From an optimization exercise on the open Yosys and OpenROAD flow, aimed at small area, a short achievable clock period and few clock cycles per item; shortcuts taken in it are not production practice.
Only simulation tests tie the RTL to the original design; equivalence was not proved.
Power and IR drop assume default switching activity.

==> flow/design.v <==
module cache(
    clk,
    proc_reset,
    proc_read,
    proc_write,
    proc_addr,
    proc_rdata,
    proc_wdata,
    proc_stall,
    mem_read,
    mem_write,
    mem_addr,
    mem_rdata,
    mem_wdata,
    mem_ready
);
    input          clk;
    input          proc_reset;
    input          proc_read, proc_write;
    input   [29:0] proc_addr;
    input   [31:0] proc_wdata;
    output         proc_stall;
    output  [31:0] proc_rdata;
    input  [127:0] mem_rdata;
    input          mem_ready;
    output         mem_read, mem_write;
    output  [27:0] mem_addr;
    output [127:0] mem_wdata;
    integer i, k;
    reg [127:0] data_r  [0:7];
    reg  [25:0] tag_r   [0:7];
    reg   [7:0] valid_r;
    reg   [7:0] dirty_r;
    reg   [3:0] lru_r;           
    reg         done_r, wb_r, rd_r;
    reg         stall_r;         
    reg   [7:0] hw_r;            
    reg   [7:0] vs_r;            
    reg         vw0_r, vw1_r;    
    reg   [7:0] fl_r;            
    reg   [3:0] so_r;            
    reg   [3:0] sw_r;            
    reg         way_r;           
    reg  [31:0] rdata_r;
    reg  [27:0] maddr_r;
    reg [127:0] mwdata_r;
    wire  [1:0] idx    = proc_addr[3:2];
    wire  [1:0] off    = proc_addr[1:0];
    wire [25:0] tag_in = proc_addr[29:4];
    wire        req    = proc_read | proc_write;
    wire        look   = ~(done_r | rd_r);
    wire [3:0] sset  = 4'b0001 << idx;
    wire [3:0] sword = 4'b0001 << off;
    reg [3:0] vict_set, vdirty_set;
    always @(*) begin
        for (i = 0; i < 4; i = i + 1) begin
            vict_set[i] = valid_r[2*i] ? (valid_r[2*i+1] ? lru_r[i] : 1'b1) : 1'b0;
            vdirty_set[i] = vict_set[i] ? (valid_r[2*i+1] & dirty_r[2*i+1])
                                        : (valid_r[2*i] & dirty_r[2*i]);
        end
    end
    reg [7:0] vsel;      
    always @(*) begin
        for (i = 0; i < 8; i = i + 1)
            vsel[i] = sset[i/2] & (vict_set[i/2] == i[0]);
    end
    wire [7:0] sv;
    wire [1:0] idx_n = ~idx;
    genvar gs;
    generate
        for (gs = 0; gs < 8; gs = gs + 1) begin : g_sv
            g_and3 u(.a(gs[2] ? idx[1] : idx_n[1]), .b(gs[1] ? idx[0] : idx_n[0]), .c(valid_r[gs]), .y(sv[gs]));
        end
    endgenerate
    wire [7:0] hv_n;     
    genvar gl;
    generate
        for (gl = 0; gl < 8; gl = gl + 1) begin : g_match
            tag_miss u_miss(.a(tag_r[gl]), .b(tag_in), .v(sv[gl]), .y(hv_n[gl]));
        end
    endgenerate
    wire hit0, hit1;
    g_nand4 u_hit0(.a(hv_n[0]), .b(hv_n[2]), .c(hv_n[4]), .d(hv_n[6]), .y(hit0));
    g_nand4 u_hit1(.a(hv_n[1]), .b(hv_n[3]), .c(hv_n[5]), .d(hv_n[7]), .y(hit1));
    wire nhit;
    g_nor2 u_nhit(.a(hit0), .b(hit1), .y(nhit));
    wire vict       = |(sset & vict_set);
    wire vict_dirty = |(sset & vdirty_set);
    wire [127:0] blk0, blk1;
    wire  [31:0] w0, w1, wm;
    genvar gb;
    generate
        for (gb = 0; gb < 128; gb = gb + 1) begin : g_blk
            sel_ao4 u0(.s(sset), .d({data_r[6][gb], data_r[4][gb], data_r[2][gb], data_r[0][gb]}), .y(blk0[gb]));
            sel_ao4 u1(.s(sset), .d({data_r[7][gb], data_r[5][gb], data_r[3][gb], data_r[1][gb]}), .y(blk1[gb]));
        end
        for (gb = 0; gb < 32; gb = gb + 1) begin : g_word
            sel_ao4 u0(.s(sword), .d({blk0[96+gb], blk0[64+gb], blk0[32+gb], blk0[gb]}), .y(w0[gb]));
            sel_ao4 u1(.s(sword), .d({blk1[96+gb], blk1[64+gb], blk1[32+gb], blk1[gb]}), .y(w1[gb]));
            sel_ao4 um(.s(so_r), .d({mem_rdata[96+gb], mem_rdata[64+gb], mem_rdata[32+gb], mem_rdata[gb]}), .y(wm[gb]));
        end
    endgenerate
    wire [127:0] vblk = ({128{vw1_r}} & blk1) | ({128{vw0_r}} & blk0);
    reg  [25:0] vtag;
    always @(*) begin
        vtag = 26'd0;
        for (i = 0; i < 8; i = i + 1)
            vtag = vtag | ({26{vs_r[i]}} & tag_r[i]);
    end
    wire wb_busy = wb_r & ~mem_ready;    
    wire fill = rd_r & mem_ready;
    wire to_wb = (fill & vict_dirty) | wb_busy;
    assign proc_stall = stall_r;
    assign proc_rdata = rdata_r;
    assign mem_write  = wb_r;
    assign mem_read   = rd_r;
    assign mem_addr   = maddr_r;
    assign mem_wdata  = mwdata_r;
    reg [127:0] din;
    always @(*) begin
        for (k = 0; k < 4; k = k + 1)
            din[32*k +: 32] = sw_r[k] ? proc_wdata : mem_rdata[32*k +: 32];
    end
    wire  [27:0] maddr_n;
    wire [127:0] mwdata_n;
    wire         maddr_ld = fill | (~rd_r & ~wb_busy);
    wire  [27:0] maddr_d = {rd_r ? vtag : tag_in, idx};
    genvar gm;
    generate
        for (gm = 0; gm < 28; gm = gm + 1) begin : g_maddr
            hold_mux u(.ld(maddr_ld), .q(maddr_r[gm]), .d(maddr_d[gm]), .y(maddr_n[gm]));
        end
        for (gm = 0; gm < 128; gm = gm + 1) begin : g_mwdata
            hold_mux u(.ld(fill), .q(mwdata_r[gm]), .d(vblk[gm]), .y(mwdata_n[gm]));
        end
    endgenerate
    wire        rst_n = ~proc_reset;
    wire        go_rd = rst_n & look & req & ~wb_busy;   
    wire        rd_on = rst_n & rd_r & ~mem_ready;       
    wire        go_dn = rst_n & look & req;              
    wire        fl_dn = rst_n & fill;
    wire        nwl   = ~(proc_write & look);
    wire        rd_n, done_n, stall_n, way_n;
    wire  [7:0] fl_n, hw_n;
    wire [31:0] rdata_n;
    wire [31:0] wx = (|fl_r) ? wm : w0;
    g_ao21  u_rd(.a(go_rd), .b(nhit), .c(rd_on), .y(rd_n));
    g_ooa   u_done(.a(hit0), .b(hit1), .c(go_dn), .d(fl_dn), .y(done_n));
    g_ooai  u_stall(.a(hit0), .b(hit1), .c(go_dn), .d(fl_dn), .y(stall_n));
    g_mux2  u_way(.s(rd_r), .a(hit1), .b(vict), .y(way_n));
    genvar gn;
    generate
        for (gn = 0; gn < 8; gn = gn + 1) begin : g_next
            g_ao21 uf(.a(go_rd & vsel[gn]), .b(nhit), .c(rd_on & vsel[gn]), .y(fl_n[gn]));
            g_nor2 uh(.a(hv_n[gn]), .b(nwl), .y(hw_n[gn]));
        end
        for (gn = 0; gn < 32; gn = gn + 1) begin : g_rdata
            g_mux2 u(.s(hit1), .a(wx[gn]), .b(w1[gn]), .y(rdata_n[gn]));
        end
    endgenerate
    always @(posedge clk) begin
        rd_r     <= rd_n;
        fl_r     <= fl_n;
        done_r   <= done_n;
        stall_r  <= stall_n;
        way_r    <= way_n;
        hw_r     <= hw_n;
        rdata_r  <= rdata_n;
        vs_r     <= vsel;
        vw1_r    <= vict;
        vw0_r    <= ~vict;
        so_r     <= sword;
        sw_r     <= sword & {4{proc_write}};
        maddr_r  <= maddr_n;
        mwdata_r <= mwdata_n;
        for (i = 0; i < 8; i = i + 1) begin
            for (k = 0; k < 4; k = k + 1)
                if ((fl_r[i] & mem_ready) | (hw_r[i] & sw_r[k]))
                    data_r[i][32*k +: 32] <= din[32*k +: 32];
            if (fl_r[i] & mem_ready)
                tag_r[i] <= tag_in;
            if ((fl_r[i] & mem_ready) | hw_r[i])
                dirty_r[i] <= proc_write;
        end
        for (i = 0; i < 4; i = i + 1)
            if (sset[i] & done_r)
                lru_r[i] <= ~way_r;
    end
    always @(posedge clk) begin
        if (proc_reset) begin
            wb_r    <= 1'b0;
            valid_r <= 8'd0;
        end else begin
            wb_r    <= to_wb;
            for (i = 0; i < 8; i = i + 1)
                if (fl_r[i] & mem_ready)
                    valid_r[i] <= 1'b1;
        end
    end
endmodule
module tag_miss(
    input  [25:0] a,
    input  [25:0] b,
    input         v,
    output        y
);
    wire [25:0] d;
    wire [13:0] ok1;     
    wire  [6:0] bad2;    
    wire  [2:0] ok3;
    genvar g;
    generate
        for (g = 0; g < 26; g = g + 1) begin : g_d
            g_xor2 u(.a(a[g]), .b(b[g]), .y(d[g]));
        end
        for (g = 0; g < 13; g = g + 1) begin : g_ok1
            g_nor2 u(.a(d[2*g]), .b(d[2*g+1]), .y(ok1[g]));
        end
    endgenerate
    assign ok1[13] = v;
    generate
        for (g = 0; g < 7; g = g + 1) begin : g_bad2
            g_nand2 u(.a(ok1[2*g]), .b(ok1[2*g+1]), .y(bad2[g]));
        end
    endgenerate
    g_nor3  u_ok3a(.a(bad2[0]), .b(bad2[1]), .c(bad2[2]), .y(ok3[0]));
    g_nor2  u_ok3b(.a(bad2[3]), .b(bad2[4]), .y(ok3[1]));
    g_nor2  u_ok3c(.a(bad2[5]), .b(bad2[6]), .y(ok3[2]));
    g_nand3 u_y(.a(ok3[0]), .b(ok3[1]), .c(ok3[2]), .y(y));
endmodule
module hold_mux(
    input  ld,
    input  q,
    input  d,
    output y
);
    assign y = ld ? d : q;
endmodule
module sel_ao4(
    input  [3:0] s,
    input  [3:0] d,
    output       y
);
    assign y = (s[0] & d[0]) | (s[1] & d[1]) | (s[2] & d[2]) | (s[3] & d[3]);
endmodule
module g_and3(input a, input b, input c, output y);
    assign y = a & b & c;
endmodule
module g_ao21(input a, input b, input c, output y);
    assign y = (a & b) | c;
endmodule
module g_ooa(input a, input b, input c, input d, output y);
    assign y = ((a | b) & c) | d;
endmodule
module g_ooai(input a, input b, input c, input d, output y);
    assign y = ~(((a | b) & c) | d);
endmodule
module g_mux2(input s, input a, input b, output y);
    assign y = s ? b : a;
endmodule
module g_xor2(input a, input b, output y);
    assign y = a ^ b;
endmodule
module g_nor2(input a, input b, output y);
    assign y = ~(a | b);
endmodule
module g_nand2(input a, input b, output y);
    assign y = ~(a & b);
endmodule
module g_nor3(input a, input b, input c, output y);
    assign y = ~(a | b | c);
endmodule
module g_nand3(input a, input b, input c, output y);
    assign y = ~(a & b & c);
endmodule
module g_nand4(input a, input b, input c, input d, output y);
    assign y = ~(a & b & c & d);
endmodule
Settings: LEC_CHECK=0, CAP_MARGIN=20, CORE_MARGIN=2, CORE_UTILIZATION=60, CTS_CLUSTER_DIAMETER=100, CTS_CLUSTER_SIZE=25, SETUP_SLACK_MARGIN=5.0, SLEW_MARGIN=20, SYNTH_HIERARCHICAL=1, SYNTH_MINIMUM_KEEP_SIZE=0, TNS_END_PERCENT=5; clock period 8.0 ns.
standard.sh (not shown) runs the stock make flow with config.mk's settings and CLKGATE_MAP_FILE= SYNTH_SCRIPT=/design/flow/synth_recipe.tcl, a recipe that flattens the netlist after the stock synthesis.
==> flow/flow/run.sh <==
#!/bin/bash
# The standard layout, with three changes: ports are buffered with buf_2
# cells instead of the default delay-buffer cells; the resizer may swap cells
# across footprints (so those buffers can be resized like any other cell);
# and clock tree synthesis adds no dummy loads.
set -euo pipefail
bash standard.sh MATCH_CELL_FOOTPRINT=0 \
  "BUFFER_PORTS_ARGS=-buffer_cell sky130_fd_sc_hd__buf_2" \
  "CTS_ARGS=-sink_clustering_enable -repair_clock_nets -sink_clustering_size 25 -sink_clustering_max_diameter 100 -dont_use_dummy_load" \
  finish > standard.log 2>&1
Testbench counts at the start, summed over its fixed seeds: cycles 94,456, requests 18,000.
Next try:
--- a/flow/design.v
+++ b/flow/design.v
@@ -33,6 +33,7 @@
     reg   [7:0] dirty_r;
     reg   [3:0] lru_r;           
     reg         done_r, wb_r, rd_r;
+    reg         mrd_r;           
     reg         stall_r;         
     reg   [7:0] hw_r;            
     reg   [7:0] vs_r;            
@@ -87,7 +88,9 @@
     wire vict       = |(sset & vict_set);
     wire vict_dirty = |(sset & vdirty_set);
     wire [127:0] blk0, blk1;
-    wire  [31:0] w0, w1, wm;
+    wire  [31:0] w0x, w1, wm;
+    wire         fetch = |fl_r;           
+    wire   [3:0] sword0 = sword & {4{~fetch}};
     genvar gb;
     generate
         for (gb = 0; gb < 128; gb = gb + 1) begin : g_blk
@@ -95,7 +98,7 @@
             sel_ao4 u1(.s(sset), .d({data_r[7][gb], data_r[5][gb], data_r[3][gb], data_r[1][gb]}), .y(blk1[gb]));
         end
         for (gb = 0; gb < 32; gb = gb + 1) begin : g_word
-            sel_ao4 u0(.s(sword), .d({blk0[96+gb], blk0[64+gb], blk0[32+gb], blk0[gb]}), .y(w0[gb]));
+            sel_ao5 u0(.s(sword0), .d({blk0[96+gb], blk0[64+gb], blk0[32+gb], blk0[gb]}), .f(fetch), .m(wm[gb]), .y(w0x[gb]));
             sel_ao4 u1(.s(sword), .d({blk1[96+gb], blk1[64+gb], blk1[32+gb], blk1[gb]}), .y(w1[gb]));
             sel_ao4 um(.s(so_r), .d({mem_rdata[96+gb], mem_rdata[64+gb], mem_rdata[32+gb], mem_rdata[gb]}), .y(wm[gb]));
         end
@@ -113,7 +116,7 @@
     assign proc_stall = stall_r;
     assign proc_rdata = rdata_r;
     assign mem_write  = wb_r;
-    assign mem_read   = rd_r;
+    assign mem_read   = mrd_r;
     assign mem_addr   = maddr_r;
     assign mem_wdata  = mwdata_r;
     reg [127:0] din;
@@ -123,7 +126,7 @@
     end
     wire  [27:0] maddr_n;
     wire [127:0] mwdata_n;
-    wire         maddr_ld = fill | (~rd_r & ~wb_busy);
+    wire         maddr_ld = mem_ready | ~(rd_r | wb_r);
     wire  [27:0] maddr_d = {rd_r ? vtag : tag_in, idx};
     genvar gm;
     generate
@@ -131,7 +134,7 @@
             hold_mux u(.ld(maddr_ld), .q(maddr_r[gm]), .d(maddr_d[gm]), .y(maddr_n[gm]));
         end
         for (gm = 0; gm < 128; gm = gm + 1) begin : g_mwdata
-            hold_mux u(.ld(fill), .q(mwdata_r[gm]), .d(vblk[gm]), .y(mwdata_n[gm]));
+            hold_mux u(.ld(fetch), .q(mwdata_r[gm]), .d(vblk[gm]), .y(mwdata_n[gm]));
         end
     endgenerate
     wire        rst_n = ~proc_reset;
@@ -140,11 +143,11 @@
     wire        go_dn = rst_n & look & req;              
     wire        fl_dn = rst_n & fill;
     wire        nwl   = ~(proc_write & look);
-    wire        rd_n, done_n, stall_n, way_n;
+    wire        rd_n, mrd_n, done_n, stall_n, way_n;
     wire  [7:0] fl_n, hw_n;
     wire [31:0] rdata_n;
-    wire [31:0] wx = (|fl_r) ? wm : w0;
     g_ao21  u_rd(.a(go_rd), .b(nhit), .c(rd_on), .y(rd_n));
+    g_ao21  u_mrd(.a(go_rd), .b(nhit), .c(rst_n & mrd_r & ~mem_ready), .y(mrd_n));
     g_ooa   u_done(.a(hit0), .b(hit1), .c(go_dn), .d(fl_dn), .y(done_n));
     g_ooai  u_stall(.a(hit0), .b(hit1), .c(go_dn), .d(fl_dn), .y(stall_n));
     g_mux2  u_way(.s(rd_r), .a(hit1), .b(vict), .y(way_n));
@@ -155,11 +158,12 @@
             g_nor2 uh(.a(hv_n[gn]), .b(nwl), .y(hw_n[gn]));
         end
         for (gn = 0; gn < 32; gn = gn + 1) begin : g_rdata
-            g_mux2 u(.s(hit1), .a(wx[gn]), .b(w1[gn]), .y(rdata_n[gn]));
+            g_mux2 u(.s(hit1), .a(w0x[gn]), .b(w1[gn]), .y(rdata_n[gn]));
         end
     endgenerate
     always @(posedge clk) begin
         rd_r     <= rd_n;
+        mrd_r    <= mrd_n;
         fl_r     <= fl_n;
         done_r   <= done_n;
         stall_r  <= stall_n;
@@ -236,6 +240,15 @@
 );
     assign y = ld ? d : q;
 endmodule
+module sel_ao5(
+    input  [3:0] s,
+    input  [3:0] d,
+    input        f,
+    input        m,
+    output       y
+);
+    assign y = (s[0] & d[0]) | (s[1] & d[1]) | (s[2] & d[2]) | (s[3] & d[3]) | (f & m);
+endmodule
 module sel_ao4(
     input  [3:0] s,
     input  [3:0] d,
The changed run ran to the end with no violations. Clock skew fell by 0.013 ns. Critical path depth is unchanged. Power rose by about 1.1%. Setup slack improves by 0.046 ns. Final cell count fell by 1.1%. Synthesized area fell by about 0.44%. Sequential power rose by about 1%. Non-clock buffer count fell by 25. Wire length fell by 4.9%. Clock power is about the same. Synthesized cell count fell by about 0.8%. Sequential share of layout area rose by 0.92 points.
Testbench counts after the change, summed over its fixed seeds: cycles 94,456, requests 18,000.

==> re-timing with driven ports <==
The results above use ideal ports. As a check the final layouts listed here were re-extracted and re-timed, cells and wires unchanged.
Step 1: set_driving_cell puts a clkbuf_16 on clk and a buf_2 on each other input, an assumption about the parent block.
Step 2 moves the port delays by t, midway between the first and last clock arrival at a register: inputs arrive t later, outputs are due t later. That takes back most of the time a late clock gives input paths.
a / b / c = ideal / step 1 / step 2; a / b = the first two.
run	shift t [ns]	slack for setup (ns)	clock arrival spread, ns	worst register clock-pin slew, ns
the first run	0.730	4.830 / 4.802 / 4.072	0.076 / 0.076	0.11 / 0.11
the second run	0.714	4.876 / 4.928 / 4.214	0.061 / 0.060	0.10 / 0.10
After both steps setup and hold are still met in every run listed. For the first run, which loses most, drivers alone change the setup slack by -0.028 ns; drivers and shift together by -0.758 ns.
